Source: an optimization exercise on an open RTL-to-GDS flow (aim: small area and a short achievable clock period). Production flows keep margins and buffers that such runs may drop. Only simulation tests tie the RTL to the original design; equivalence was not proved. Power and IR drop assume default switching activity.

==> design.v <==
`timescale 1 ps / 1ps
module kcpsm3(
  output [9:0]  address,
  input  [17:0] instruction,
  output [7:0]  port_id,
  output        write_strobe,
  output [7:0]  out_port,
  output        read_strobe,
  input  [7:0]  in_port,
  input         interrupt,
  output        interrupt_ack,
  input         reset,
  input         clk);
  wire [17:0] ins = instruction;
  wire [3:0]  top4 = ins[17:14];
  wire [2:0]  top3 = ins[17:15];
  reg reset_delay, internal_reset, t_state;
  always @(posedge clk) begin
    reset_delay    <= reset;
    internal_reset <= reset | reset_delay;
    t_state        <= ~t_state & ~internal_reset;
  end
  reg carry_flag, zero_flag;
  reg clean_int, active_interrupt, int_ack, int_enable, shadow_carry, shadow_zero;
  wire int_update = active_interrupt | (ins[17] & ins[16] & ins[15]);
  always @(posedge clk) begin
    clean_int        <= interrupt & ~internal_reset;
    active_interrupt <= ~internal_reset & t_state & clean_int & int_enable & ~active_interrupt;
    int_ack          <= active_interrupt;
    if (active_interrupt) begin
      shadow_carry <= carry_flag;
      shadow_zero  <= zero_flag;
    end
    if (internal_reset)
      int_enable <= 1'b0;
    else if (int_update)
      int_enable <= ~active_interrupt & ins[0] & ~int_ack;
  end
  assign interrupt_ack = int_ack;
  wire condition_met = ins[11] ? (ins[10] ? ~carry_flag : carry_flag)
                               : (ins[10] ? ~zero_flag  : zero_flag);
  wire move_group = (top4 == 4'b1100) | (top4 == 4'b1101) | (top4 == 4'b1110) | (top4 == 4'b1010);
  wire taken      = move_group & (~ins[12] | condition_met);
  wire call_op    = (top4 == 4'b1100);
  wire ret_op     = (top4 == 4'b1010) | (top4 == 4'b1110);
  reg  [9:0] pc;
  reg  [9:0] tos;
  wire [9:0] pc_inc = pc + 10'd1;
  wire [9:0] vector = ins[15] ? tos : ins[9:0];
  always @(posedge clk)
    if (internal_reset)        pc <= 10'd0;
    else if (active_interrupt) pc <= 10'h3FF;
    else if (~t_state)         pc <= taken ? vector : pc_inc;
  assign address = pc;
  function [4:0] lfsr_state(input integer n);
    case (n)
      0: lfsr_state = 5'h01;
      1: lfsr_state = 5'h02;
      2: lfsr_state = 5'h04;
      3: lfsr_state = 5'h09;
      4: lfsr_state = 5'h12;
      5: lfsr_state = 5'h05;
      6: lfsr_state = 5'h0b;
      7: lfsr_state = 5'h16;
      8: lfsr_state = 5'h0c;
      9: lfsr_state = 5'h19;
      10: lfsr_state = 5'h13;
      11: lfsr_state = 5'h07;
      12: lfsr_state = 5'h0f;
      13: lfsr_state = 5'h1f;
      14: lfsr_state = 5'h1e;
      15: lfsr_state = 5'h1c;
      16: lfsr_state = 5'h18;
      17: lfsr_state = 5'h11;
      18: lfsr_state = 5'h03;
      19: lfsr_state = 5'h06;
      20: lfsr_state = 5'h0d;
      21: lfsr_state = 5'h1b;
      22: lfsr_state = 5'h17;
      23: lfsr_state = 5'h0e;
      24: lfsr_state = 5'h1d;
      25: lfsr_state = 5'h1a;
      26: lfsr_state = 5'h15;
      27: lfsr_state = 5'h0a;
      28: lfsr_state = 5'h14;
      29: lfsr_state = 5'h08;
      30: lfsr_state = 5'h10;
      default: lfsr_state = 5'h00;
    endcase
  endfunction
  wire push = ~internal_reset & ~t_state & (active_interrupt | (call_op & taken));
  wire pop  = ~internal_reset & ~t_state & ~active_interrupt & ret_op & taken;
  reg  [4:0] sp;
  wire [4:0] sp_up   = {sp[3:0], sp[4] ^ sp[2]};
  wire [4:0] sp_down = {sp[0] ^ sp[3], sp[4:1]};
  reg  [9:0] stack_mem [0:28];
  reg  [9:0] stack_rd;
  integer k;
  always @(*) begin
    stack_rd = 10'd0;
    for (k = 0; k < 29; k = k + 1)
      stack_rd = stack_rd | ({10{sp == lfsr_state(k + 2)}} & stack_mem[k]);
  end
  always @(posedge clk) begin
    if (internal_reset) sp <= lfsr_state(0);
    else if (push)      sp <= sp_up;
    else if (pop)       sp <= sp_down;
    if (push)     tos <= active_interrupt ? pc : pc_inc;
    else if (pop) tos <= stack_rd;
  end
  genvar g;
  generate
    for (g = 0; g < 29; g = g + 1) begin : stk
      always @(posedge clk)
        if (sp == lfsr_state(g + 1)) stack_mem[g] <= tos;
    end
  endgenerate
  reg  [7:0] regs [0:15];
  wire [15:0] x_sel = 16'd1 << ins[11:8];
  wire [15:0] y_sel = 16'd1 << ins[7:4];
  reg  [7:0] sx, sy;
  always @(*) begin
    sx = 8'd0;
    sy = 8'd0;
    for (k = 0; k < 16; k = k + 1) begin
      sx = sx | ({8{x_sel[k]}} & regs[k]);
      sy = sy | ({8{y_sel[k]}} & regs[k]);
    end
  end
  reg  [7:0] sx_q, op2_q;
  wire [7:0] op2 = ins[12] ? sy : ins[7:0];
  reg  [7:0] s_lo, s_hi;   
  reg  [17:13] iq;       
  reg  r_shift, r_in, r_fetch, r_arith, r_logic;   
  reg  cin_q;            
  wire a_cycle = ~internal_reset & ~t_state;
  wire store_op = (top3 == 3'b101) & ins[14] & ins[13];
  wire reg_op   = (top3 == 3'b000) | (top3 == 3'b001) | (top3 == 3'b011) | (top3 == 3'b100);
  wire flag_op  = (top4 == 4'b0010) | (top4 == 4'b0011) | (top4 == 4'b0100) | (top4 == 4'b0101) |
                  (top4 == 4'b0110) | (top4 == 4'b0111) | (top4 == 4'b1000) | (top4 == 4'b1110);
  reg  reg_en, mem_en, flag_en;
  always @(posedge clk) begin
    reg_en  <= a_cycle & ~active_interrupt & reg_op;
    mem_en  <= a_cycle & ~active_interrupt & store_op;
    flag_en <= a_cycle & flag_op;
  end
  always @(posedge clk) begin
    sx_q  <= sx;
    op2_q <= op2;
    s_lo  <= 8'd1 << op2[2:0];
    s_hi  <= 8'd1 << op2[5:3];
    iq    <= ins[17:13];
    r_shift <= ins[17];
    r_in    <= ~ins[17] & (top4[2:0] == 3'b001) & ~ins[13];
    r_fetch <= ~ins[17] & (top4[2:0] == 3'b001) & ins[13];
    r_arith <= ~ins[17] & ins[16] & (ins[15] | ins[14]);
    r_logic <= ~ins[17] & ~(top4[2:0] == 3'b001) & ~(ins[16] & (ins[15] | ins[14]));
    cin_q <= ins[14] ^ (ins[13] & carry_flag);
  end
  wire io_op  = ~ins[16] & ins[14] & ~ins[13] & (ins[17] == ins[15]);
  wire out_op = io_op & ins[17];
  reg  [7:0] out_q, port_q;
  always @(posedge clk) begin
    out_q  <= sx  & {8{out_op}};
    port_q <= op2 & {8{io_op}};
  end
  assign out_port = out_q;
  assign port_id  = port_q;
  wire [7:0] a = sx_q;
  wire [7:0] b = op2_q;
  wire [3:0] qtop4 = iq[17:14];
  reg [7:0] logical;
  always @(*)
    case (iq[14:13])
      2'b00: logical = b;
      2'b01: logical = a & b;
      2'b10: logical = a | b;
      default: logical = a ^ b;
    endcase
  wire [8:0] sum = {1'b0, a} + {1'b0, b ^ {8{iq[14]}}} + {8'd0, cin_q};
  wire       arith_carry = sum[8] ^ iq[14];
  wire shift_in = b[2] ? (b[1] ? b[0] : a[0]) : (b[1] ? a[7] : carry_flag);
  wire [7:0] shifted = b[3] ? {shift_in, a[7:1]} : {a[6:0], shift_in};
  wire shift_carry = b[3] ? a[0] : a[7];
  reg  [7:0] scratch [0:63];
  reg  [63:0] s_sel;
  reg  [7:0] fetched, row;
  integer j;
  always @(*) begin
    fetched = 8'd0;
    for (j = 0; j < 8; j = j + 1) begin
      row = 8'd0;
      for (k = 0; k < 8; k = k + 1) begin
        s_sel[j * 8 + k] = s_hi[j] & s_lo[k];
        row = row | ({8{s_lo[k]}} & scratch[j * 8 + k]);
      end
      fetched = fetched | ({8{s_hi[j]}} & row);
    end
  end
  wire [7:0] result = ({8{r_shift}} & shifted) | ({8{r_in}} & in_port) | ({8{r_fetch}} & fetched) |
                      ({8{r_arith}} & sum[7:0]) | ({8{r_logic}} & logical);
  wire parity    = ^(a & b);
  wire new_carry = iq[17] ? (iq[15] ? shadow_carry : shift_carry)
                 : iq[16] ? ((~iq[15] & ~iq[14]) ? parity : arith_carry) : 1'b0;
  wire [7:0] bb = b ^ {8{iq[14]}};
  wire [7:0] zero_carry = {a[6:0] | bb[6:0], cin_q};
  wire arith_zero = &(~(a ^ bb ^ zero_carry));
  wire new_zero  = iq[17] ? (iq[16] ? shadow_zero : (shifted == 8'd0))
                          : (r_arith ? arith_zero : (logical == 8'd0));
  always @(posedge clk) begin
    for (k = 0; k < 16; k = k + 1)
      if (reg_en & x_sel[k]) regs[k] <= result;
    for (k = 0; k < 64; k = k + 1)
      if (mem_en & s_sel[k]) scratch[k] <= a;
    if (internal_reset) begin
      carry_flag <= 1'b0;
      zero_flag  <= 1'b0;
    end else if (flag_en) begin
      carry_flag <= new_carry;
      zero_flag  <= new_zero;
    end
  end
  wire io_decode = ~t_state & ~active_interrupt & ~ins[16] & ins[14] & ~ins[13];
  reg  ws, rs;
  always @(posedge clk) begin
    ws <= ~internal_reset & io_decode & ins[17] & ins[15];
    rs <= ~internal_reset & io_decode & ~ins[17] & ~ins[15];
  end
  assign write_strobe = ws;
  assign read_strobe  = rs;
endmodule
==> flow/run.sh <==
#!/bin/bash
# Own layout flow: the standard flow (standard.sh, unchanged synthesis), with the
# port buffers made of a faster buffer cell and gate sizing not limited to cells of the
# same footprint. Everything else, including the constraints, is the standard flow's.
set -euo pipefail
bash standard.sh \
  MATCH_CELL_FOOTPRINT=0 \
  "BUFFER_PORTS_ARGS=-buffer_cell sky130_fd_sc_hd__buf_4" \
  finish > standard_flow.log 2>&1
==> standard.sh <==
#!/bin/bash
# synth_recipe.tcl (not shown) runs the flow's synth.tcl, then flattens the netlist and writes it again
# the make line also repeats each setting of config.mk as NAME=value (left out here)
make -C /OpenROAD-flow-scripts/flow DESIGN_CONFIG=/design/flow/config.mk WORK_HOME=/design/flow/orfs CLKGATE_MAP_FILE= SYNTH_SCRIPT=/design/flow/synth_recipe.tcl "${@:-finish}"
==> config.mk <==
export PLATFORM = sky130hd
export DESIGN_NAME = kcpsm3
export DESIGN_NICKNAME = kcpsm3
export VERILOG_FILES = /design/flow/design.v
export SDC_FILE = /design/flow/constraint.sdc
export NUM_CORES = 4
export LEC_CHECK = 0
export ABC_CLOCK_PERIOD_IN_PS = 2600
export CAP_MARGIN = 20
export CORE_MARGIN = 2
export CORE_UTILIZATION = 55
export CTS_CLUSTER_DIAMETER = 60
export CTS_CLUSTER_SIZE = 30
export SETUP_SLACK_MARGIN = 4.4
export SLEW_MARGIN = 20
export TNS_END_PERCENT = 20
==> constraint.sdc <==
create_clock -name core_clock -period 7.0 [get_ports {clk}]
set_input_delay 1.4000 -clock core_clock [delete_from_list [all_inputs] [get_ports {clk}]]
set_output_delay 1.4000 -clock core_clock [all_outputs]
set_load 0.01 [all_outputs]
==> results of run 1 <==
[routing by layer]
layer / global-route usage, % / part of all wire (%) / vias to the layer above
met5: 0 / 0.0063 / -
met4: 10.5 / 3.5 / 2
met3: 4.46 / 8.9 / 266
met2: 51.1 / 48 / 1542
met1: 44.8 / 40 / 13748
li1: - / - / 11426
[per-stage QoR]
stage,area (um2),hold WS [ns],power [W],util [%],std cells
floorplan,42100,0.392,0.00759,-,2805
global placement,43500,0.398,0.00795,57.6,3709
finish,47300,0.424,0.0124,62.6,3896
CTS,46900,0.428,0.0124,62.0,3875
global route,47300,0.443,0.0127,62.6,3895
detailed placement,43500,0.409,0.00797,57.6,3709
[registers in the layout, indices dropped and copies added (netlist names), 5 cells and up]
name,count
sp,5
s_hi,8
tos,10
iq,5
pc,10
stack_mem,290
op2_q,8
port_q,8
out_q,8
regs,128
s_lo,8
sx_q,8
scratch,512
[cell usage after synthesis (9+ instances only)]
library cell,count
edfxtp_1,942
a22oi_1,341
clkbuf_1,141
and3_1,139
nand4_1,98
nor2_1,97
nand3_1,95
dfxtp_1,87
nand2_1,72
a21oi_1,59
inv_1,52
o21ai_0,43
mux2i_1,39
buf_2,38
nand3b_1,38
mux2_2,36
nor2b_1,35
nor3_1,35
ha_1,31
xor2_1,25
a2111oi_0,23
a31oi_1,18
nand2b_1,18
nor4_1,17
buf_1,16
xnor2_1,16
a32oi_1,15
mux4_2,15
nor3b_1,15
a211oi_1,11
a221oi_1,11
and4_1,11
o211ai_1,10
or3b_2,10
a22o_1,9
a41oi_1,9
[where the power goes]
part	switching [W]	internal, W	total [W]
combinational	0.000733	0.000398	0.00113
clock	0.00229	0.00211	0.00440
sequential	0.0000912	0.00680	0.00690
total	0.00312	0.00931	0.0124
[placed cells by master, fill, tap and decap left out, types with 38 or more instances in the layout]
master       n
o21ai_0     41
inv_1       48
buf_4      137
dfxtp_1     63
nand3b_1    38
clkbuf_16   81
and3_1     138
a21oi_1     59
edfxtp_1   942
nand3_1     94
nor2_1      66
nand2_1     71
nand4_1     98
a22oi_1    328
[path summary, 6_finish.rpt]
| path | from | end | slack (ns) |
|---|---|---|---|
| setup reg to reg | sp[3] | tos[1] | 4.32 |
| setup / recovery | pc[3] | address[3] | 4.27 |
| hold reg to reg | reset_delay | internal_reset | 0.42 |
| hold / removal | reset_delay | internal_reset | 0.42 |
[layout make-up]
type	instances	area, um2	share of cell area, %
diodes	1	2.50	0.00529
clock buffers	75	1830	3.87
clock inverters	47	608	1.28
inverters	55	220	0.465
multi-input cells	1524	11300	24.0
flip-flops and latches	1029	30100	63.6
well taps	978	1220	2.58
repair buffers	187	2010	4.25
[logic make-up (layout without fill, tap and decap cells)]
logic type / Yosys count / count (layout)
AO/OA/AOI/OAI: 637 / 638
XOR/XNOR: 41 / 41
adder cells (fa/ha/maj): 33 / 33
buffers and inverters: 253 / 364
flip-flops: 1029 / 1029
multiplexers: 93 / 93
other: 0 / 1
AND/OR/NAND/NOR: 719 / 719
[what timing repair did]
item	4_1_cts	5_1_grt
setup endpoints to repair	433	257
gates resized for setup	116	48
buffers inserted	39	11
gates cloned	5	5
pin swaps	17	9
==> metrics.csv, run 1 <==
metric,value,unit
dp_hpwl,72.9,mm
vdd_drop_max,0.259,mV
r2r_cells,7,
fill_cells,5587,
first_iter_violations,3653,
crit_slowest_cell,dfxtp_1,
yosysUniqueCellTypes,90,
fin_crit_sh,39.0,%
path_buf_inv,1,
fp.coreArea,75600,um2
cellLeakagePower,15.5,nW
synth_top_family_by_area,compound AO/OA/AOI/OAI gates,
cts.clk_slew.worst_paths,0.08,ns
synth_warnings,4,
totalNegativeSetupSlack,0,ns
drt.antenna.violating_nets,0,
netlist_instances,2805,
crit_family,flip-flops,
ys_seq_area_share,71.8,%
die-width,280,um
maxCapViolations,0,
endpoint_kind,output port,
row_count,101,
synth_area,41800,um2
antenna_found_initial,2,
yosysTopAreaCell,edfxtp_1,
layout_min_cycle_time,2.73,ns
finalMaxSlewViolations,0,
cts_root_buf,clkbuf_16,
drt_pass1_iterations,6,
pre_cts_slack,3.15,ns
worstSkewPairLatency,0.65,ns
numCtsBuffers,67,
yosys.area_share.simple,9.79,%
routed_wirelength,127,mm
synth_xor_area_share,0.858,%
num_io_pins,58,
post-route-drc-count,0,
grt.total_usage,31.7,%
fmax,0.366,GHz
synth_compound_area_share,11.3,%
syn_nets,2867,
avgRoutedWirePerCell,32.6,um
hold_class,reg2reg,
cts_tree,done,
grt_pass1_vias,25754,
synthAdderAreaFrac,1.02,%
ys_seq_elements,1029,
fin_skew,0.0359,ns
fin_ws,4.27,ns
status,finished clean,
path_cells,buf_4,
yosys.area.top_type_share,67.6,%
clk_path_buf_depth,3,
gr-total-overflow,0,
clock_sinks,1029,
post_drt_via_cell_ratio,6.93,
finalWeightedCongestion,0.927,
cp.required,5.60,ns
initial_core_util,55.4,%
synth-main-ff-cell,edfxtp_1,
num_vias,26984,
h-tree-depth,3,
synthMuxAreaShare,2.80,%
grt_max_degree,73,
drive_above_1_share,17.5,%
synth_area_leaders,"edfxtp_1, a22oi_1, dfxtp_1, and3_1, nand4_1",
die_h,280,um
critical-path-max-stage-delay,0.52,ns
finalSetupViolCount,0,
critical_path_cell_count,1,
die-area,78300,um2
min_delay_path_depth,1,
relSlewSlack,23.0,%
cts_hold_buf,0,
tightest_slew,1.15,ns
synth_edf_count,942,
crit_fanout,6,
rsz0062_at_grt,true,
crit_type,reg2out,
power.density,263,nW/um2
portBuffers,57,
hold_viol,0,
synth-async-reset-ratio,0,%
grt_pass1_wl,180,mm
crit_arrival,1.33,ns
syn2layout_area_growth,13.1,%
postSynthAreaPerCell,14.9,um2
cp-start-kind,flip-flop,
nNetsFinal,2926,
==> inputs of run 2 (changes only) <==
--- a/config.mk
+++ b/config.mk
@@ -6,10 +6,10 @@
 export NUM_CORES = 4
 export LEC_CHECK = 0
-export ABC_CLOCK_PERIOD_IN_PS = 2600
 export CAP_MARGIN = 20
 export CORE_MARGIN = 2
-export CORE_UTILIZATION = 55
+export CORE_UTILIZATION = 70
 export CTS_CLUSTER_DIAMETER = 60
 export CTS_CLUSTER_SIZE = 30
+export PLACE_DENSITY = 0.8
 export SETUP_SLACK_MARGIN = 4.4
 export SLEW_MARGIN = 20
==> run 2 against run 1 <==
Sequential cell count did not move. Critical path depth rose by 3. Still clean on timing, DRC and antenna. Via count rose by 2.0%. Sequential share of layout area rose by 1.3 points. Routed wire length fell by 6.8%. Final cell count fell by 6.2%. Largest power group unchanged. Die area fell by 21%. Setup slack got worse by 0.079 ns.
==> metrics.csv, run 2 <==
metric,value,unit
status,finished clean,
largest_reg_flops,512,
numCtsBuffers,50,
min_from,reset_delay,
synth_common_cells,"edfxtp_1, a22oi_1, clkbuf_1",
postSynthAreaPerCell,14.9,um2
ys_seq_area_share,71.8,%
finalSetupViolCount,0,
grt_pass1_wl,169,mm
hold_class,reg2reg,
total_power,0.0115,W
die-area,61700,um2
grt_pass1_vias,26106,
layout_min_cycle_time,2.81,ns
crit_fanout,49,
synthAdderAreaFrac,1.02,%
initial_core_util,70.9,%
regMostFlops,scratch,
grt_max_degree,73,
yosys.area_share.simple,9.79,%
rsz0062_at_grt,true,
r2r_start,s_lo[1],
ys_seq_elements,1029,
fin_crit_sh,40.1,%
wl_met3,15.7,mm
cp-start-kind,input pin,
synth_warnings,4,
vdd_drop_max,0.297,mV
die_h,248,um
totalNegativeSetupSlack,0,ns
h-tree-depth,2,
cts_tree,done,
synth_area_leaders,"edfxtp_1, a22oi_1, dfxtp_1, and3_1, nand4_1",
synth_edf_count,942,
drt_pass1_iterations,6,
syn2layout_area_growth,10.8,%
hold_viol,0,
power.density,248,nW/um2
portBuffers,57,
relSlewSlack,28.2,%
synth-main-ff-cell,edfxtp_1,
clk_path_buf_depth,3,
drt.antenna.violating_nets,0,
multi_input_comb_area,11400,um2
worstSkewPairLatency,0.67,ns
whs_endpoint,internal_reset,
post_drt_via_cell_ratio,7.53,
synth_most_common_cell,edfxtp_1,
die-width,248,um
synthMuxAreaShare,2.80,%
cp.required,7.37,ns
cts.clk_slew.worst_paths,0.09,ns
fill_cells,3164,
antenna_found_initial,2,
tightest_slew,1.08,ns
synth-async-reset-ratio,0,%
synth_top_family_by_area,compound AO/OA/AOI/OAI gates,
row_count,89,
top_layer,met5,
min_delay_path_depth,1,
first_iter_violations,4062,
dp_hpwl,68.9,mm
finalWeightedCongestion,0.962,
mostFrequentLayoutCells,"edfxtp_1, a22oi_1, and3_1",
post-route-drc-count,0,
maxCapViolations,0,
endpoint_kind,flip-flop,
crit_arrival,3.17,ns
fin_skew,0.0463,ns
synth_area,41800,um2
r2r_cells,7,
finalMaxSlewViolations,0,
yosys.area.top_type_share,67.6,%
clock_sinks,1029,
fp.coreArea,59000,um2
wl_met1,40.3,mm
yosysUniqueCellTypes,90,
gr-total-overflow,0,
reg2reg_slack,4.26,ns
cts_root_buf,clkbuf_16,
nNetsFinal,2902,
num_vias,27520,
dr_wl_met2,55.6,mm
fmax,0.356,GHz
netlist_instances,2805,
mostFrequentLayoutCell,edfxtp_1,
synth_xor_area_share,0.858,%
yosysTopAreaCell,edfxtp_1,
register_area,30100,um2
syn_nets,2867,
grt.total_usage,36.9,%
fin_cells,3655,
drive_above_1_share,16.9,%
synth_compound_area_share,11.3,%
avgRoutedWirePerCell,32.4,um
num_io_pins,58,
cts_hold_buf,0,
r2r-end,regs[10][0],
top_regs,"scratch: 512 flops, stack_mem: 290 flops, regs: 128 flops",
routed_wirelength,118,mm
dp.cells,3504,
cellLeakagePower,15.2,nW
crit_type,in2reg,
[run 2: changes by cell type in the layout (fill, tap and decap cells not counted), sizes merged]
cell | previous run | this run
buf | 179 | 172
bufinv | 2 | 1
clkbuf | 83 | 67
clkinv | 22 | 13
diode | 1 | 2
inv | 70 | 66
[run 2: layout make-up]
class | count | share of cell area, %
Timing Repair Buffer | 180 | 4.13
Sequential cell | 1029 | 64.9
Inverter | 55 | 0.475
Antenna cell | 2 | 0.0108
Multi-Input combinational cell | 1524 | 24.7
Clock buffer | 59 | 2.82
Tap cell | 773 | 2.09
Clock inverter | 33 | 0.917
[run 2: critical path: stages]
cell and delay [ns]:
buf_4 0.30, or2_2 0.47, nor2_1 0.65, buf_4 0.32
[run 2: per-layer routing]
layer	track usage, %	vias to the layer above
met4	18.1	2
met1	51.0	13416
met2	57.5	2412
li1	-	11323
met5	0	-
met3	6.72	367
[run 2: kinds of logic (layout without fill, tap and decap cells)]
group | after synthesis | count (layout)
simple gates | 719 | 719
mux | 93 | 93
compound gates | 637 | 638
xor+xnor | 41 | 41
fa+ha+maj | 33 | 33
buf+inv | 253 | 327
flops | 1029 | 1029
other cells | 0 | 2
[run 2: repair_timing]
action / CTS / global route
endpoints found under the setup margin: 351 / 260
gates resized for setup: 116 / 80
setup buffers: 23 / 22
pin swaps: 13 / 13
gates cloned: 2 / 7
[run 2: power breakdown]
part           switching (W)  total, W  internal [W]
clock                0.00203   0.00353       0.00149
sequential          0.000102   0.00691       0.00681
combinational       0.000695   0.00108      0.000380
[run 2: worst max path at each step]
stage                    startpoint         end  slack [ns]  depth (start not counted)
detailed placement  instruction[11]       sp[0]        3.17                          6
global route                 iq[14]  regs[7][7]        4.20                          9
floorplan            instruction[6]     s_hi[2]        4.08                          7
CTS                  instruction[8]  regs[3][5]        4.29                          3
finish               instruction[9]  regs[0][3]        4.19                          4
global placement    instruction[11]       sp[0]        3.22                          6
[run 2: through the flow]
stage	setup WS (ns)	utilization (%)	instance area, um2	hold WS, ns
floorplan	4.08	-	42100	0.392
global placement	3.22	73.2	43200	0.400
detailed placement	3.17	73.2	43200	0.417
CTS	4.29	77.3	45600	0.436
global route	4.20	78.6	46400	0.448
finish	4.19	78.6	46400	0.433
==> inputs of run 3 (changes only) <==
--- a/config.mk
+++ b/config.mk
@@ -8,9 +8,8 @@
 export CAP_MARGIN = 20
 export CORE_MARGIN = 2
-export CORE_UTILIZATION = 70
+export CORE_UTILIZATION = 55
 export CTS_CLUSTER_DIAMETER = 60
 export CTS_CLUSTER_SIZE = 30
-export PLACE_DENSITY = 0.8
 export SETUP_SLACK_MARGIN = 4.4
 export SLEW_MARGIN = 20
-export TNS_END_PERCENT = 20
+export TNS_END_PERCENT = 100
==> run 3 against run 2 <==
Still clean. Combinational power is 11% higher. Sequential cell count stayed put. Area after synthesis stayed put. Clock power is 19% higher. Count of clock-buffer cells in the layout is 12 higher. Clock skew is 0.024 ns lower. Critical path type is now reg2reg. Largest cell class unchanged. Largest power group unchanged.
==> metrics.csv, run 3 <==
metric,value,unit
hold_viol,0,
finalWeightedCongestion,0.892,
endpoint_kind,flip-flop,
yosys.area.top_type_share,67.6,%
initial_core_util,55.4,%
yosysUniqueCellTypes,90,
grt_pass1_wl,181,mm
die-width,280,um
die_h,280,um
cp-start-kind,flip-flop,
totalNegativeSetupSlack,0,ns
status,finished clean,
postSynthAreaPerCell,14.9,um2
maxCapViolations,0,
cts_hold_buf,0,
fill_cells,5548,
portBuffers,57,
nNetsFinal,2944,
h-tree-depth,3,
crit_fanout,8,
fin_skew,0.0222,ns
avgRoutedWirePerCell,32.5,um
syn_nets,2867,
drive_above_1_share,20.4,%
ys_seq_area_share,71.8,%
regMostFlops,scratch,
largest_reg_flops,512,
cts_root_buf,clkbuf_16,
syn2layout_area_growth,14.3,%
num_vias,26992,
mostFrequentLayoutCell,edfxtp_1,
synth_most_common_cell,edfxtp_1,
synth_area,41800,um2
min_delay_path_depth,1,
synth_common_cells,"edfxtp_1, a22oi_1, clkbuf_1",
rsz0062_at_grt,true,
grt.total_usage,32.0,%
routed_wirelength,127,mm
yosysTopAreaCell,edfxtp_1,
crit_type,reg2reg,
gr-total-overflow,0,
synth_area_leaders,"edfxtp_1, a22oi_1, dfxtp_1, and3_1, nand4_1",
vdd_drop_max,0.230,mV
register_area,30100,um2
finalMaxSlewViolations,0,
clock_sinks,1029,
multi_input_comb_area,11800,um2
synth_warnings,4,
die-area,78300,um2
first_iter_violations,3948,
min_from,reset_delay,
fin_crit_sh,37.9,%
drt.antenna.violating_nets,0,
final_cell_area,47800,um2
postPlaceCellArea,43800,um2
reg2reg_slack,4.35,ns
n_antenna_cell,0,
finalSetupViolCount,0,
fp.coreArea,75600,um2
ys_seq_elements,1029,
tightest_slew,1.17,ns
r2r-end,regs[0][7],
cts.clk_slew.worst_paths,0.09,ns
netlist_instances,2805,
synth-async-reset-ratio,0,%
relSlewSlack,22.2,%
whs_endpoint,internal_reset,
hold_class,reg2reg,
worstSkewPairLatency,0.64,ns
cellLeakagePower,15.7,nW
crit_arrival,3.01,ns
cp.required,7.36,ns
synth-main-ff-cell,edfxtp_1,
top_regs,"scratch: 512 flops, stack_mem: 290 flops, regs: 128 flops",
power.density,257,nW/um2
fmax,0.377,GHz
r2r_start,iq[14],
layout_min_cycle_time,2.65,ns
r2r_cells,9,
cts_tree,done,
grt_max_degree,73,
row_count,101,
num_io_pins,58,
dp_hpwl,72.7,mm
clk_path_buf_depth,3,
grt_pass1_vias,25821,
mostFrequentLayoutCells,"edfxtp_1, a22oi_1, buf_4",
startpoint,iq[14],
synth_edf_count,942,
antenna_found_initial,2,
post-route-drc-count,0,
numCtsBuffers,66,
post_drt_via_cell_ratio,6.90,
drt_pass1_iterations,7,
## run 3: cell types whose count changed in the layout (fill, tap and decap cells not counted), moves of 7 or more
cell	before	now
dfxtp_4	15	27
inv_6	5	15
nor2_4	18	29
buf_4	132	154
dfxtp_1	58	51
nor2_2	17	10
clkbuf_16	59	75
## run 3: logic make-up (layout without fill, tap and decap cells)
| kind of cell | after synthesis | count (layout) | synth area share (%) |
|---|---|---|---|
| flip-flops | 1029 | 1029 | 71.8 |
| AO/OA/AOI/OAI | 637 | 639 | 11.3 |
| buffers and inverters | 253 | 381 | 2.42 |
| adder cells (fa/ha/maj) | 33 | 33 | 1.02 |
| AND/OR/NAND/NOR | 719 | 719 | 9.79 |
| XOR/XNOR | 41 | 41 | 0.858 |
| multiplexers | 93 | 93 | 2.80 |
## run 3: critical path, stage by stage (launching register included)
cell and delay [ns]:
dfxtp_4 0.44, buf_12 0.14, xor2_4 0.14, inv_2 0.06, ha_4 0.21, nor2b_1 0.14
o31a_1 0.27, o211ai_1 0.29, xnor2_2 0.21, a211o_4 0.46
## run 3: how the worst max path moves through the flow
stage | slack, ns | end
floorplan | 4.08 | tos[0]
global placement | 3.00 | sp[0]
detailed placement | 3.01 | sp[0]
CTS | 4.32 | tos[8]
global route | 4.31 | tos[7]
finish | 4.35 | regs[0][7]
## run 3: repair_timing
item | CTS | global route
cloned | 7 | 3
endpoints found under the setup margin | 398 | 144
buffers inserted | 47 | 19
gates resized for setup | 169 | 60
pin swaps | 18 | 15
## run 3: per-stage QoR
stage	hold WS, ns	worst slack (ns)	utilization, %	total power [W]	instances
floorplan	0.392	4.08	-	0.00762	2805
global placement	0.401	3.00	57.9	0.00796	3715
detailed placement	0.399	3.01	57.9	0.00798	3715
CTS	0.422	4.32	62.6	0.0123	3890
global route	0.473	4.31	63.3	0.0126	3913
finish	0.421	4.35	63.3	0.0123	3913
## run 3: layer usage
metal / part of all wire (%) / vias to the layer above / GRT usage [%]
met5: 0 / - / 0
met2: 47 / 1577 / 50.9
met1: 40 / 13721 / 45.1
met4: 3.7 / 0 / 11.0
li1: - / 11436 / -
met3: 9.4 / 258 / 5.65
## run 3: report_power, final
group	switching [W]	internal, W
Clock	0.00227	0.00193
Combinational	0.000780	0.000417
Sequential	0.0000724	0.00680
## run 3: layout make-up
class | instances | share of cell area [%]
Clock buffer | 71 | 3.51
Multi-Input combinational cell | 1525 | 24.8
Tap cell | 978 | 2.56
Sequential cell | 1029 | 63.0
Inverter | 55 | 0.453
Clock inverter | 50 | 1.21
Timing Repair Buffer | 205 | 4.47
==> inputs of run 4 (changes only) <==
--- a/config.mk
+++ b/config.mk
@@ -11,5 +11,5 @@
 export CTS_CLUSTER_DIAMETER = 60
 export CTS_CLUSTER_SIZE = 30
-export SETUP_SLACK_MARGIN = 4.4
+export SETUP_SLACK_MARGIN = 4.7
 export SLEW_MARGIN = 20
-export TNS_END_PERCENT = 100
+export TNS_END_PERCENT = 30
==> run 4 against run 3 <==
Still clean on timing, DRC and antenna. Routed wire length is 5.6% higher. Global-route usage is 1.6 points higher. Sequential share of layout area is 1.5 points lower. Synthesized cell count stayed put. Critical path depth is 1 higher. First-iteration DRC count is 12% higher. Final cell count is 1.7% higher. Hold slack better by 0.015 ns. Die area stayed put. Via count is 3.4% higher. Setup slack worse by 0.11 ns. Utilization is 1.6 points higher.
==> metrics.csv, run 4 <==
metric,value,unit
first_iter_violations,4413,
h-tree-depth,2,
fmax,0.362,GHz
synth-async-reset-ratio,0,%
largest_reg_flops,512,
ys_seq_area_share,71.8,%
endpoint_kind,flip-flop,
routed_wirelength,134,mm
min_from,reset_delay,
cp-start-kind,flip-flop,
yosys.area.top_type_share,67.6,%
post_drt_via_cell_ratio,7.02,
yosys.area_share.simple,9.79,%
crit_type,reg2reg,
regMostFlops,scratch,
register_area,30200,um2
top_regs,"scratch: 512 flops, stack_mem: 290 flops, regs: 128 flops",
yosysTopAreaCell,edfxtp_1,
syn_nets,2867,
clock_sinks,1029,
vdd_drop_max,0.258,mV
synth_most_common_cell,edfxtp_1,
ys_seq_elements,1029,
synth_area_leaders,"edfxtp_1, a22oi_1, dfxtp_1, and3_1, nand4_1",
avgRoutedWirePerCell,33.8,um
fp.coreArea,75600,um2
cts.clk_slew.worst_paths,0.10,ns
whs_endpoint,internal_reset,
relSlewSlack,21.2,%
syn2layout_area_growth,17.1,%
drt_pass1_iterations,6,
fill_cells,5345,
crit_fanout,8,
synth-main-ff-cell,edfxtp_1,
antenna_found_initial,7,
synth_compound_area_share,11.3,%
cts_hold_buf,0,
swShare,26.1,%
synth_common_cells,"edfxtp_1, a22oi_1, clkbuf_1",
synth_edf_count,942,
fin_ws,4.24,ns
pre_cts_slack,3.11,ns
multi_input_comb_area,12100,um2
switchingPower,0.00321,W
gr-total-overflow,0,
r2r-end,regs[6][7],
synthMuxAreaShare,2.80,%
r2r_start,iq[14],
grt.total_usage,33.7,%
worstSkewPairLatency,0.68,ns
grt_pass1_wl,188,mm
drive_above_1_share,23.0,%
die-area,78300,um2
status,finished clean,
drt.antenna.violating_nets,0,
netlist_instances,2805,
die-width,280,um
totalNegativeSetupSlack,0,ns
layout_min_cycle_time,2.76,ns
n_antenna_cell,0,
cts_tree,done,
num_vias,27919,
clk_path_buf_depth,3,
whs,0.436,ns
synth_top_family_by_area,compound AO/OA/AOI/OAI gates,
numCtsBuffers,59,
finalMaxSlewViolations,0,
power.internal,0.00906,W
maxCapViolations,0,
cts_root_buf,clkbuf_16,
synth_xor_area_share,0.858,%
grt_pass1_vias,26374,
seq_power_share,56.1,%
reg2reg_slack,4.24,ns
synth_area,41800,um2
rsz0062_at_grt,true,
fin_crit_sh,39.5,%
cellLeakagePower,16.2,nW
min_delay_path_depth,1,
synth_warnings,4,
hold_viol,0,
initial_core_util,55.4,%
mostFrequentLayoutCells,"edfxtp_1, a22oi_1, buf_4",
hold_class,reg2reg,
power_frac_comb,10.8,%
synthAdderAreaFrac,1.02,%
cp.required,7.38,ns
nNetsFinal,3012,
yosysUniqueCellTypes,90,
r2r_cells,10,
dp_hpwl,73.6,mm
die_h,280,um
postSynthAreaPerCell,14.9,um2
mostFrequentLayoutCell,edfxtp_1,
tightest_slew,1.18,ns
finalSetupViolCount,0,
fin_skew,0.0272,ns
num_io_pins,58,
crit_arrival,3.14,ns
row_count,101,
grt_max_degree,71,
power.density,250,nW/um2
pwr-share-clk,33.1,%
portBuffers,57,
post-route-drc-count,0,
finalWeightedCongestion,0.919,
-- run 4: cell count changes in the layout (fill, tap and decap cells not counted), moves of 5 or more --
| cell | change |
|---|---|
| buf_12 | +8 |
| buf_16 | +5 |
| buf_4 | +12 |
| buf_6 | +37 |
| clkbuf_16 | +5 |
| dfxtp_4 | +6 |
| inv_6 | -6 |
| nor2b_1 | -5 |
| nor2b_2 | +5 |
| o21ai_1 | -5 |
-- run 4: power by group through the flow --
stage	clock, W	sequential, W	combinational [W]
after floorplan	0	0.00703	0.000573
after global placement	0	0.00711	0.000841
after detailed placement	0	0.00712	0.000855
after CTS	0.00409	0.00688	0.00122
after global routing	0.00431	0.00689	0.00138
final	0.00406	0.00689	0.00133
-- run 4: final cells by class --
type                    count  share of cell area [%]
flip-flops and latches   1029                    61.5
well taps                 978                    2.50
inverters                  55                   0.452
repair buffers            278                    6.55
clock inverters            46                    1.21
multi-input cells        1527                    24.6
clock buffers              65                    3.17
-- run 4: kinds of logic after synthesis --
group	after synthesis
xor gates and xnor gates	41
and+or+nand+nor	719
AOI/OAI and AO/OA	637
buffers and inverters	253
muxes	93
DFF	1029
adders and majority gates	33
-- run 4: how the worst max path moves through the flow --
stage / slack [ns] / from / cells after the start / end
global route: 4.17 / iq[14] / 10 / regs[14][7]
finish: 4.24 / iq[14] / 10 / regs[6][7]
CTS: 4.36 / pc[9] / 1 / address[9]
floorplan: 4.08 / instruction[6] / 7 / s_hi[2]
detailed placement: 3.11 / instruction[11] / 6 / sp[0]
global placement: 3.15 / instruction[11] / 6 / sp[0]
-- run 4: layer usage --
metal | global-route usage (%) | wire length [um]
met1 | 46.6 | 50600
met4 | 13.1 | 6360
met2 | 52.4 | 61900
met5 | 0 | 42
met3 | 7.50 | 15500
-- run 4: through the flow --
step | util, % | area, um2 | std cells | total power [W]
finish | 64.9 | 49000 | 3978 | 0.0123
global route | 64.9 | 49000 | 3978 | 0.0126
CTS | 64.1 | 48500 | 3951 | 0.0122
detailed placement | 57.6 | 43500 | 3713 | 0.00797
global placement | 57.6 | 43500 | 3711 | 0.00795
floorplan | - | 42200 | 2805 | 0.00760
-- run 4: critical path: stages (launching register included) --
cell and delay [ns]:
dfxtp_4 0.37, buf_6 0.12, buf_12 0.12, xor2_4 0.21, inv_2 0.07, ha_4 0.22, nor2b_4 0.12, o31a_1 0.29
o211ai_1 0.27, xnor2_2 0.21, a211o_4 0.45
-- run 4: timing repair --
item                                    CTS  global route
pin swaps                                65             9
resized for setup                       351            58
buffers inserted                        106            20
cloned                                   21             6
endpoints found under the setup margin  556           343
==> inputs of run 5 (changes only) <==
--- a/config.mk
+++ b/config.mk
@@ -11,5 +11,6 @@
 export CTS_CLUSTER_DIAMETER = 60
 export CTS_CLUSTER_SIZE = 30
-export SETUP_SLACK_MARGIN = 4.7
+export GPL_TIMING_DRIVEN = 1
+export SETUP_SLACK_MARGIN = 4.4
 export SLEW_MARGIN = 20
-export TNS_END_PERCENT = 30
+export TNS_END_PERCENT = 20
==> run 5 against run 4 <==
Largest cell class unchanged. Die area unchanged. Setup slack better by 0.033 ns. Utilization down 2.2 points.
==> metrics.csv, run 5 <==
metric,value,unit
fin_cells,3896,
r2r-end,tos[1],
grt_pass1_vias,25754,
die_h,280,um
antenna_found_initial,2,
crit_slowest_cell,dfxtp_1,
yosys.area.top_type_share,67.6,%
yosysUniqueCellTypes,90,
seq_power_share,55.5,%
crit_family,flip-flops,
busiest_layer,met2,
min_from,reset_delay,
synth_common_cells,"edfxtp_1, a22oi_1, clkbuf_1",
syn_nets,2867,
fin_crit_sh,39.0,%
dp_hpwl,72.9,mm
final_cell_area,47300,um2
num_vias,26984,
reg2reg_slack,4.32,ns
nNetsFinal,2926,
gr-total-overflow,0,
critical-path-max-stage-delay,0.52,ns
ys_seq_area_share,71.8,%
initial_core_util,55.4,%
ys_seq_elements,1029,
r2r_start,sp[3],
synth-main-ff-cell,edfxtp_1,
clock_sinks,1029,
die-area,78300,um2
drt_pass1_iterations,6,
grt_pass1_wl,180,mm
status,finished clean,
drive_above_1_share,17.5,%
layout_min_cycle_time,2.73,ns
use_met3,4.46,%
finalSetupViolCount,0,
path_cells,buf_4,
row_count,101,
cp-start-kind,flip-flop,
rsz0062_at_grt,true,
min_delay_path_depth,1,
syn2layout_area_growth,13.1,%
hold_class,reg2reg,
path_buf_inv,1,
fill_cells,5587,
swShare,25.1,%
postPlaceCellArea,43500,um2
portBuffers,57,
power.internal,0.00931,W
clk_path_buf_depth,3,
dp.cells,3709,
whs_endpoint,internal_reset,
tightest_slew,1.15,ns
synth_most_common_cell,edfxtp_1,
postSynthAreaPerCell,14.9,um2
largest_reg_flops,512,
cts_root_buf,clkbuf_16,
endpoint_kind,output port,
die-width,280,um
vdd_drop_max,0.259,mV
synth_area,41800,um2
grt_max_degree,73,
fin_ws,4.27,ns
synth_area_leaders,"edfxtp_1, a22oi_1, dfxtp_1, and3_1, nand4_1",
first_iter_violations,3653,
numCtsBuffers,67,
multi_input_comb_area,11300,um2
fmax,0.366,GHz
gr-usage-met1,44.8,%
r2r_cells,7,
crit_arrival,1.33,ns
regMostFlops,scratch,
yosysTopAreaCell,edfxtp_1,
cp.required,5.60,ns
synth-async-reset-ratio,0,%
grt.total_usage,31.7,%
grt_use_met2,51.1,%
pwr-share-clk,35.4,%
num_io_pins,58,
cellLeakagePower,15.5,nW
worstSkewPairLatency,0.65,ns
avgRoutedWirePerCell,32.6,um
relSlewSlack,23.0,%
synth_edf_count,942,
power.density,263,nW/um2
crit_fanout,6,
mostFrequentLayoutCells,"edfxtp_1, a22oi_1, and3_1",
cts.clk_slew.worst_paths,0.08,ns
mostFrequentLayoutCell,edfxtp_1,
h-tree-depth,3,
drt.antenna.violating_nets,0,
routed_wirelength,127,mm
totalNegativeSetupSlack,0,ns
total_power,0.0124,W
register_area,30100,um2
synth_warnings,4,
hold_viol,0,
netlist_instances,2805,
pre_cts_slack,3.15,ns
cts_tree,done,
finalMaxSlewViolations,0,
post_drt_via_cell_ratio,6.93,
fp.coreArea,75600,um2
switchingPower,0.00312,W
crit_type,reg2out,
top_regs,"scratch: 512 flops, stack_mem: 290 flops, regs: 128 flops",
finalWeightedCongestion,0.927,
fin_skew,0.0359,ns
power_frac_comb,9.1,%
maxCapViolations,0,
post-route-drc-count,0,
run 5: cell counts after synthesis:
No cell type changed its count.
run 5: worst max-delay path by stage:
stage	startpoint	to	slack, ns	depth (start not counted)
floorplan	instruction[6]	s_hi[2]	4.08	7
global placement	instruction[11]	sp[0]	3.19	6
detailed placement	instruction[7]	s_hi[1]	3.15	7
CTS	instruction[9]	regs[2][2]	4.23	3
global route	instruction[11]	pc[7]	4.21	6
finish	pc[3]	address[3]	4.27	1
run 5: power by group through the flow:
stage / sequential (W) / clock, W / combinational [W]
6_report: 0.00690 / 0.00440 / 0.00113
5_1_grt: 0.00690 / 0.00466 / 0.00119
4_1_cts: 0.00690 / 0.00445 / 0.00104
3_5_place_dp: 0.00710 / 0 / 0.000872
3_3_place_gp: 0.00709 / 0 / 0.000858
2_1_floorplan: 0.00703 / 0 / 0.000565
run 5: layout make-up:
| cell class | count | share of cell area [%] |
|---|---|---|
| Antenna cell | 1 | 0.00529 |
| Clock buffer | 75 | 3.87 |
| Clock inverter | 47 | 1.28 |
| Inverter | 55 | 0.465 |
| Multi-Input combinational cell | 1524 | 24.0 |
| Sequential cell | 1029 | 63.6 |
| Tap cell | 978 | 2.58 |
| Timing Repair Buffer | 187 | 4.25 |
run 5: logic make-up after synthesis:
logic type	after synthesis	synth area share [%]
adder cells (fa/ha/maj)	33	1.02
XOR/XNOR	41	0.858
flip-flops	1029	71.8
AO/OA/AOI/OAI	637	11.3
multiplexers	93	2.80
buffers and inverters	253	2.42
AND/OR/NAND/NOR	719	9.79
run 5: per-layer routing:
metal  share of wire [%]  up-vias
met1                  40    13748
li1                    -    11426
met4                 3.5        2
met5              0.0063        -
met2                  48     1542
met3                 8.9      266
run 5: what timing repair did:
action,4_1_cts,5_1_grt
buffers inserted,39,11
hold endpoints to repair,0,0
pin swaps,17,9
hold buffers,0,0
setup endpoints to repair,433,257
resized for setup,116,48
gates cloned,5,5
run 5: metrics by stage:
stage               utilization [%]  hold WS [ns]
floorplan                         -         0.392
global route                   62.6         0.443
detailed placement             57.6         0.409
CTS                            62.0         0.428
global placement               57.6         0.398
finish                         62.6         0.424
==> inputs of run 6 (changes only) <==
--- a/config.mk
+++ b/config.mk
@@ -9,7 +9,6 @@
 export CORE_MARGIN = 2
 export CORE_UTILIZATION = 55
-export CTS_CLUSTER_DIAMETER = 60
-export CTS_CLUSTER_SIZE = 30
-export GPL_TIMING_DRIVEN = 1
+export CTS_CLUSTER_DIAMETER = 120
+export CTS_CLUSTER_SIZE = 28
 export SETUP_SLACK_MARGIN = 4.4
 export SLEW_MARGIN = 20
==> run 6 against run 5 <==
Register-to-register slack got worse by 0.07 ns. Highest routed layer is now met4. Critical path depth rose by 3. Critical endpoint is now regs[7][7]. Die area did not move. Global-route usage fell by 0.41 points. Sequential power barely moved. Routed wire length fell by 1.7%. Via count fell by 1.4%. Largest power group unchanged.
==> metrics.csv, run 6 <==
metric,value,unit
status,finished clean,
yosys.area_share.simple,9.79,%
largest_reg_flops,512,
crit_arrival,3.05,ns
multi_input_comb_area,11400,um2
row_count,101,
power.density,238,nW/um2
synth_top_family_by_area,compound AO/OA/AOI/OAI gates,
synth_most_common_cell,edfxtp_1,
yosys.area.top_type_share,67.6,%
critical-path-max-stage-delay,0.67,ns
maxCapViolations,0,
die-area,78300,um2
mostFrequentLayoutCells,"edfxtp_1, a22oi_1, buf_4",
first_iter_violations,3479,
fin_ws,4.21,ns
clk_path_buf_depth,3,
cts_root_buf,clkbuf_16,
grt_max_degree,73,
synth-main-ff-cell,edfxtp_1,
grt.total_usage,31.3,%
hold_class,reg2reg,
pre_cts_slack,3.15,ns
dp_hpwl,72.9,mm
register_area,30100,um2
synth-async-reset-ratio,0,%
num_vias,26597,
hold_viol,0,
syn_nets,2867,
finalMaxSlewViolations,0,
cts.clk_slew.worst_paths,0.10,ns
top_regs,"scratch: 512 flops, stack_mem: 290 flops, regs: 128 flops",
totalNegativeSetupSlack,0,ns
num_io_pins,58,
mostFrequentLayoutCell,edfxtp_1,
ys_seq_elements,1029,
synth_warnings,4,
synth_area,41800,um2
post_drt_via_cell_ratio,6.93,
finalWeightedCongestion,0.927,
synthAdderAreaFrac,1.02,%
tightest_slew,1.16,ns
finalSetupViolCount,0,
path_cells,clkbuf_8 -> nor2b_1 -> nand2_1 -> nor2_2,
synth_compound_area_share,11.3,%
crit_fanout,55,
cellLeakagePower,14.9,nW
path_buf_inv,1,
synth_area_leaders,"edfxtp_1, a22oi_1, dfxtp_1, and3_1, nand4_1",
synth_common_cells,"edfxtp_1, a22oi_1, clkbuf_1",
reg2reg_slack,4.25,ns
r2r_start,op2_q[0],
cts_tree,done,
endpoint_kind,flip-flop,
postSynthAreaPerCell,14.9,um2
synth_edf_count,942,
fin_skew,0.0262,ns
h-tree-depth,2,
syn2layout_area_growth,10.0,%
die-width,280,um
relSlewSlack,22.4,%
whs_endpoint,internal_reset,
rsz0062_at_grt,true,
cp.required,7.26,ns
vdd_drop_max,0.190,mV
worstSkewPairLatency,0.64,ns
numCtsBuffers,42,
crit_slowest_cell,nor2_2,
antenna_found_initial,1,
post-route-drc-count,0,
portBuffers,57,
fill_cells,5729,
yosysUniqueCellTypes,90,
avgRoutedWirePerCell,32.5,um
routed_wirelength,125,mm
grt_pass1_wl,178,mm
drt_pass1_iterations,6,
fmax,0.358,GHz
grt_pass1_vias,25448,
r2r_cells,8,
synth_xor_area_share,0.858,%
min_delay_path_depth,1,
crit_type,in2reg,
drt.antenna.violating_nets,0,
regMostFlops,scratch,
netlist_instances,2805,
ys_seq_area_share,71.8,%
gr-total-overflow,0,
initial_core_util,55.4,%
clock_sinks,1029,
synthMuxAreaShare,2.80,%
nNetsFinal,2900,
drive_above_1_share,15.7,%
layout_min_cycle_time,2.79,ns
min_from,reset_delay,
fin_crit_sh,39.9,%
fp.coreArea,75600,um2
r2r-end,regs[15][2],
yosysTopAreaCell,edfxtp_1,
cp-start-kind,input pin,
crit_family,simple AND/OR/NAND/NOR gates,
die_h,280,um
-- run 6: timing repair --
action | CTS | global route
hold buffers | 0 | 0
resized for setup | 114 | 51
pin swaps | 14 | 8
buffers inserted | 40 | 12
cloned | 3 | 3
endpoints found under the setup margin | 441 | 250
-- run 6: worst register-to-register path, stage by stage, from the launching register on --
cell and delay (ns):
dfxtp_4 0.40, xnor2_4 0.19, fa_2 0.25, inv_2 0.04, fa_2 0.39, xor2_1 0.18, a222oi_1 0.65, nand3b_1 0.15
buf_4 0.24
-- run 6: logic make-up after synthesis --
| family | Yosys count |
|---|---|
| AO/OA/AOI/OAI | 637 |
| buffers and inverters | 253 |
| flip-flops | 1029 |
| AND/OR/NAND/NOR | 719 |
| adder cells (fa/ha/maj) | 33 |
| XOR/XNOR | 41 |
| multiplexers | 93 |
-- run 6: layer usage --
metal  track usage, %  wire length [um]
met5                0                 0
met4             9.83              4340
met3             3.99             10100
met2             50.7             59600
met1             44.5             50600
-- run 6: cell type report --
type                    count  share of cell area, %
well taps                 978                   2.66
repair buffers            186                   4.23
inverters                  55                  0.486
flip-flops and latches   1029                   65.4
diodes                      1                0.00543
clock buffers              64                   2.51
multi-input cells        1524                   24.7
clock inverters             2                 0.0380
-- run 6: how the worst max path moves through the flow --
stage                    start  depth (start not counted)  slack [ns]          to
2_1_floorplan   instruction[6]                          7        4.08     s_hi[2]
5_1_grt        instruction[10]                          6        4.19    out_q[7]
4_1_cts                  pc[0]                          1        4.24  address[0]
6_report       instruction[10]                          4        4.21  regs[7][7]
3_3_place_gp   instruction[11]                          6        3.19       sp[0]
3_5_place_dp    instruction[7]                          7        3.15     s_hi[1]
-- run 6: power breakdown --
part | internal [W] | switching [W] | total [W]
logic | 0.000373 | 0.000703 | 0.00108
clock network | 0.00116 | 0.00182 | 0.00298
registers | 0.00681 | 0.000100 | 0.00691
total | 0.00834 | 0.00262 | 0.0110
-- run 6: per-stage QoR --
step | area, um2 | hold WS (ns) | instances | util [%] | power, W
3_3_place_gp | 43500 | 0.398 | 3709 | 57.6 | 0.00795
2_1_floorplan | 42100 | 0.392 | 2805 | - | 0.00759
6_report | 46000 | 0.430 | 3839 | 60.9 | 0.0110
3_5_place_dp | 43500 | 0.409 | 3709 | 57.6 | 0.00797
4_1_cts | 45600 | 0.435 | 3818 | 60.3 | 0.0109
5_1_grt | 46000 | 0.451 | 3838 | 60.9 | 0.0112
==> inputs of run 7 (changes only) <==
--- a/config.mk
+++ b/config.mk
@@ -9,6 +9,6 @@
 export CORE_MARGIN = 2
 export CORE_UTILIZATION = 55
-export CTS_CLUSTER_DIAMETER = 120
-export CTS_CLUSTER_SIZE = 28
+export CTS_CLUSTER_DIAMETER = 100
+export CTS_CLUSTER_SIZE = 22
 export SETUP_SLACK_MARGIN = 4.4
 export SLEW_MARGIN = 20
==> run 7 against run 6 <==
Register-to-register slack better by 0.04 ns. Combinational power hardly changed. Sequential power about the same. Largest cell class unchanged. Still clean on timing, DRC and antenna.
==> metrics.csv, run 7 <==
metric,value,unit
cts_root_buf,clkbuf_16,
synthAdderAreaFrac,1.02,%
synthMuxAreaShare,2.80,%
ys_seq_area_share,71.8,%
num_vias,26659,
synth_compound_area_share,11.3,%
layout_min_cycle_time,2.78,ns
swShare,23.8,%
mostFrequentLayoutCell,edfxtp_1,
switchingPower,0.00269,W
fmax,0.360,GHz
drt_pass1_iterations,7,
endpoint_kind,flip-flop,
yosys.area.top_type_share,67.6,%
ys_seq_elements,1029,
syn_nets,2867,
first_iter_violations,3665,
vdd_drop_max,0.211,mV
r2r_start,sp[0],
clock_sinks,1029,
avgRoutedWirePerCell,32.5,um
grt_pass1_wl,178,mm
fill_cells,5679,
multi_input_comb_area,11400,um2
finalSetupViolCount,0,
totalNegativeSetupSlack,0,ns
cts_tree,done,
synth_warnings,4,
fin_skew,0.0393,ns
regMostFlops,scratch,
final_core_util,61.3,%
grt.total_usage,31.3,%
drt.antenna.violating_nets,0,
die-width,280,um
crit_fanout,55,
finalWeightedCongestion,0.927,
crit_arrival,3.06,ns
portBuffers,57,
postPlaceCellArea,43500,um2
yosysUniqueCellTypes,90,
die_h,280,um
min_from,reset_delay,
die-area,78300,um2
drive_above_1_share,15.8,%
post-route-drc-count,0,
register_area,30100,um2
synth-async-reset-ratio,0,%
gr-total-overflow,0,
relSlewSlack,22.3,%
reg2reg_slack,4.29,ns
r2r-end,tos[3],
power.density,243,nW/um2
tightest_slew,1.17,ns
worstSkewPairLatency,0.66,ns
fin_crit_sh,39.7,%
grt_max_degree,73,
post_drt_via_cell_ratio,6.91,
seq_power_share,61.2,%
maxCapViolations,0,
mostFrequentLayoutCells,"edfxtp_1, a22oi_1, and3_1",
numCtsBuffers,52,
cp-start-kind,input pin,
synth_edf_count,942,
initial_core_util,55.4,%
crit_type,in2reg,
whs_endpoint,internal_reset,
synth_area_leaders,"edfxtp_1, a22oi_1, dfxtp_1, and3_1, nand4_1",
synth_common_cells,"edfxtp_1, a22oi_1, clkbuf_1",
num_io_pins,58,
n_antenna_cell,0,
dp_hpwl,72.9,mm
syn2layout_area_growth,10.7,%
antenna_found_initial,1,
fp.coreArea,75600,um2
crit_slowest_cell,nor2_2,
crit_family,simple AND/OR/NAND/NOR gates,
top_regs,"scratch: 512 flops, stack_mem: 290 flops, regs: 128 flops",
cp.required,7.28,ns
path_cells,clkbuf_8 -> nor2b_1 -> nand2_1 -> nor2_2,
h-tree-depth,2,
rsz0062_at_grt,true,
startpoint,instruction[10],
synth_area,41800,um2
critical-path-max-stage-delay,0.67,ns
netlist_instances,2805,
yosysTopAreaCell,edfxtp_1,
synth_xor_area_share,0.858,%
grt_pass1_vias,25502,
r2r_cells,7,
synth_most_common_cell,edfxtp_1,
power_frac_comb,9.7,%
clk_path_buf_depth,3,
routed_wirelength,125,mm
hold_class,reg2reg,
finalMaxSlewViolations,0,
row_count,101,
path_buf_inv,1,
largest_reg_flops,512,
power.internal,0.00858,W
cts.clk_slew.worst_paths,0.09,ns
nNetsFinal,2907,
pwr-share-clk,29.1,%
yosys.area_share.simple,9.79,%
status,finished clean,
cellLeakagePower,15.0,nW
synth-main-ff-cell,edfxtp_1,
final_cell_area,46300,um2
postSynthAreaPerCell,14.9,um2
synth_top_family_by_area,compound AO/OA/AOI/OAI gates,
min_delay_path_depth,1,
hold_viol,0,
## run 7: cell counts after synthesis
No cell type changed its count.
## run 7: logic make-up (layout without fill, tap and decap cells)
kind of cell	count (synthesis)	in the layout
AOI/OAI and AO/OA	637	638
xor gates and xnor gates	41	41
adders and majority gates	33	33
buffers and inverters	253	325
DFF	1029	1029
muxes	93	93
and+or+nand+nor	719	719
## run 7: per-layer routing
layer  vias to the layer above  part of all wire [%]  GRT usage [%]
li1                      11317                     -              -
met4                         0                   3.2           9.42
met1                     13699                    41           44.5
met2                      1419                    48           50.6
met3                       224                   8.4           4.37
met5                         -                     0              0
## run 7: repair_timing
action	4_1_cts	5_1_grt
gates resized for setup	129	48
endpoints found under the setup margin	440	247
hold buffers	0	0
setup buffers	38	13
pin swaps	16	9
gates cloned	3	3
## run 7: how the worst max path moves through the flow
| stage | end | slack, ns | depth (start not counted) |
|---|---|---|---|
| after floorplan | s_hi[2] | 4.08 | 7 |
| after global placement | sp[0] | 3.19 | 6 |
| after detailed placement | s_hi[1] | 3.15 | 7 |
| after CTS | address[1] | 4.25 | 1 |
| after global routing | regs[6][7] | 4.22 | 8 |
| final | regs[7][1] | 4.22 | 4 |
## run 7: final cells by class
type	count	share of cell area (%)
Sequential cell	1029	65.0
Multi-Input combinational cell	1524	24.6
Timing Repair Buffer	183	4.14
Clock buffer	84	3.07
Tap cell	978	2.64
Inverter	55	0.484
Clock inverter	3	0.0675
## run 7: worst register-to-register path, cell delays in order (launching register included)
cell and delay [ns]:
dfxtp_4 0.45, buf_4 0.23, nor2b_2 0.21, buf_4 0.26, and3_1 0.23, a2111oi_0 0.45, nor4bb_4 0.46, a41oi_1 0.16
## run 7: power by group through the flow
stage / Combinational, W / Sequential, W / Clock, W
floorplan: 0.000565 / 0.00703 / 0
global placement: 0.000858 / 0.00709 / 0
detailed placement: 0.000872 / 0.00710 / 0
CTS: 0.00104 / 0.00690 / 0.00331
global route: 0.00115 / 0.00690 / 0.00353
finish: 0.00109 / 0.00690 / 0.00328
## run 7: stage by stage
step	worst slack, ns	power (W)	cells	hold slack (ns)
floorplan	4.08	0.00759	2805	0.392
global placement	3.19	0.00795	3709	0.398
detailed placement	3.15	0.00797	3709	0.409
CTS	4.25	0.0113	3837	0.431
global route	4.22	0.0116	3856	0.447
finish	4.22	0.0113	3856	0.427
==> inputs of run 8 (changes only) <==
--- a/config.mk
+++ b/config.mk
@@ -13,3 +13,3 @@
 export SETUP_SLACK_MARGIN = 4.4
 export SLEW_MARGIN = 20
-export TNS_END_PERCENT = 20
+export TNS_END_PERCENT = 100
==> run 8 against run 7 <==
Sequential share of layout area decreased by 1.1 points. Routed wire length increased by 1.4%. Non-clock buffer count increased by 31. First-iteration DRC count increased by 7.0%. Largest power group unchanged. Highest routed layer unchanged.
==> metrics.csv, run 8 <==
metric,value,unit
tightest_slew,1.12,ns
synth_xor_area_share,0.858,%
r2r_start,iq[14],
die-area,78300,um2
synth-main-ff-cell,edfxtp_1,
mostFrequentLayoutCell,edfxtp_1,
cp.required,7.29,ns
drt.antenna.violating_nets,0,
synth_warnings,4,
final_core_util,62.4,%
crit_slowest_cell,nor2b_1,
ys_seq_area_share,71.8,%
cts.clk_slew.worst_paths,0.08,ns
cp-start-kind,input pin,
mostFrequentLayoutCells,"edfxtp_1, a22oi_1, buf_4",
fin_skew,0.0185,ns
routed_wirelength,127,mm
avgRoutedWirePerCell,32.7,um
synth_area_leaders,"edfxtp_1, a22oi_1, dfxtp_1, and3_1, nand4_1",
post_drt_via_cell_ratio,6.94,
grt.total_usage,31.8,%
grt_pass1_vias,25636,
crit_type,in2reg,
worstSkewPairLatency,0.64,ns
clk_path_buf_depth,3,
nNetsFinal,2940,
busiest_layer,met2,
num_vias,27005,
synth_compound_area_share,11.3,%
endpoint_kind,flip-flop,
yosysTopAreaCell,edfxtp_1,
yosys.area.top_type_share,67.6,%
regMostFlops,scratch,
synthMuxAreaShare,2.80,%
gr-usage-met1,45.2,%
netlist_instances,2805,
vdd_drop_max,0.224,mV
min_delay_path_depth,1,
dp_hpwl,72.7,mm
layout_min_cycle_time,2.64,ns
h-tree-depth,2,
clock_sinks,1029,
drt_pass1_iterations,6,
synth_area,41800,um2
drive_above_1_share,18.8,%
maxCapViolations,0,
whs_endpoint,internal_reset,
totalNegativeSetupSlack,0,ns
syn2layout_area_growth,12.8,%
synth-async-reset-ratio,0,%
grt_max_degree,73,
synthAdderAreaFrac,1.02,%
yosysUniqueCellTypes,90,
yosys.area_share.simple,9.79,%
min_from,reset_delay,
fp.coreArea,75600,um2
syn_nets,2867,
r2r-end,regs[15][7],
relSlewSlack,25.2,%
power.density,242,nW/um2
synth_edf_count,942,
use_met3,5.40,%
synth_most_common_cell,edfxtp_1,
initial_core_util,55.4,%
fmax,0.378,GHz
crit_arrival,2.94,ns
pre_cts_slack,3.01,ns
finalMaxSlewViolations,0,
status,finished clean,
post-route-drc-count,0,
path_cells,buf_16 -> nor2b_1 -> nand2_2 -> nor2_4,
fin_ws,4.36,ns
gr-total-overflow,0,
first_iter_violations,3921,
grt_pass1_wl,181,mm
top_regs,"scratch: 512 flops, stack_mem: 290 flops, regs: 128 flops",
die-width,280,um
portBuffers,57,
rsz0062_at_grt,true,
numCtsBuffers,52,
antenna_found_initial,1,
ys_seq_elements,1029,
r2r_cells,9,
grt_use_met2,50.1,%
critical-path-max-stage-delay,0.61,ns
die_h,280,um
largest_reg_flops,512,
postSynthAreaPerCell,14.9,um2
row_count,101,
synth_top_family_by_area,compound AO/OA/AOI/OAI gates,
hold_class,reg2reg,
crit_fanout,55,
cts_tree,done,
hold_viol,0,
cellLeakagePower,15.4,nW
finalWeightedCongestion,0.892,
synth_common_cells,"edfxtp_1, a22oi_1, clkbuf_1",
finalSetupViolCount,0,
num_io_pins,58,
cts_root_buf,clkbuf_16,
reg2reg_slack,4.36,ns
fin_crit_sh,37.8,%
## run 8: cell counts after synthesis
No cell type changed its count.
## run 8: timing repair
item	4_1_cts	5_1_grt
hold buffers	0	0
gates cloned	7	5
setup buffers	50	23
pin swaps	17	16
setup endpoints to repair	382	149
resized for setup	168	59
hold endpoints to repair	0	0
## run 8: metal layers
| layer | vias to the layer above | share of wire [%] |
|---|---|---|
| met5 | - | 0 |
| met2 | 1564 | 47 |
| met1 | 13804 | 40 |
| li1 | 11394 | - |
| met3 | 243 | 9.5 |
| met4 | 0 | 3.8 |
## run 8: where the power goes
group	switching [W]	internal, W
combinational	0.000783	0.000429
sequential	0.0000728	0.00680
clock	0.00188	0.00144
## run 8: area by class of cell
type,instances,area [um2]
clock buffer,84,1460
fill,5587,28400
sequential,1029,30100
timing repair buffer,214,2240
antenna,1,2.50
clock inverter,2,22.5
tap,978,1220
inverter,55,216
multi-input combinational,1526,11900
## run 8: logic make-up (layout without fill, tap and decap cells)
kind of cell | count (synthesis) | in the layout
XOR/XNOR | 41 | 41
multiplexers | 93 | 94
flip-flops | 1029 | 1029
other | 0 | 1
buffers and inverters | 253 | 355
AND/OR/NAND/NOR | 719 | 719
AO/OA/AOI/OAI | 637 | 639
adder cells (fa/ha/maj) | 33 | 33
## run 8: worst max-delay path: cells and delay by family
kind | cells | cell delay, ns
simple gates | 3 | 1.28
buf+inv | 1 | 0.22
## run 8: metrics by stage
step | hold WS [ns] | instance area (um2) | total power, W | std cells
floorplan | 0.392 | 42600 | 0.00762 | 2805
global placement | 0.401 | 43800 | 0.00796 | 3715
detailed placement | 0.399 | 43800 | 0.00798 | 3715
CTS | 0.419 | 46600 | 0.0114 | 3858
global route | 0.471 | 47200 | 0.0117 | 3888
finish | 0.419 | 47200 | 0.0114 | 3889
## run 8: worst max path at each step
stage | from | to | slack [ns]
6_report | instruction[10] | regs[6][0] | 4.36
5_1_grt | sp[2] | tos[7] | 4.31
4_1_cts | sx_q[7] | regs[0][7] | 4.36
3_5_place_dp | instruction[11] | sp[0] | 3.01
3_3_place_gp | instruction[11] | sp[0] | 3.00
2_1_floorplan | instruction[11] | tos[0] | 4.08

[what the ideal ports hide]
How much do the figures lean on ideal ports? The routed layouts below were timed once more, with nothing changed but the port constraints.
Step 1 sets driving cells, clkbuf_16 on the clock port and buf_2 on the other inputs (assumed; they add their load-dependent delay and slew).
Step 2, shift: input delay + t, output delay - t, t = (earliest + latest rising clock arrival at the registers) / 2. This alone moves slack from input paths to output paths.
Three values: ideal, step 1, step 2; two values: the first two.
run | t (ns) | slack for setup (ns) | worst register clock-pin slew, ns
run 1 | 0.702 | 4.271 / 4.199 / 3.511 | 0.11 / 0.11
run 2 | 0.712 | 4.192 / 4.228 / 3.516 | 0.11 / 0.11
run 3 | 0.703 | 4.345 / 4.306 / 3.603 | 0.10 / 0.10
run 4 | 0.733 | 4.238 / 4.238 / 3.635 | 0.11 / 0.11
run 5 | 0.702 | 4.271 / 4.199 / 3.511 | 0.11 / 0.11
run 6 | 0.695 | 4.208 / 4.193 / 3.498 | 0.12 / 0.12
run 7 | 0.712 | 4.220 / 4.202 / 3.542 | 0.10 / 0.10
run 8 | 0.708 | 4.357 / 4.341 / 3.632 | 0.10 / 0.10
After both steps setup and hold are still met in every run listed.
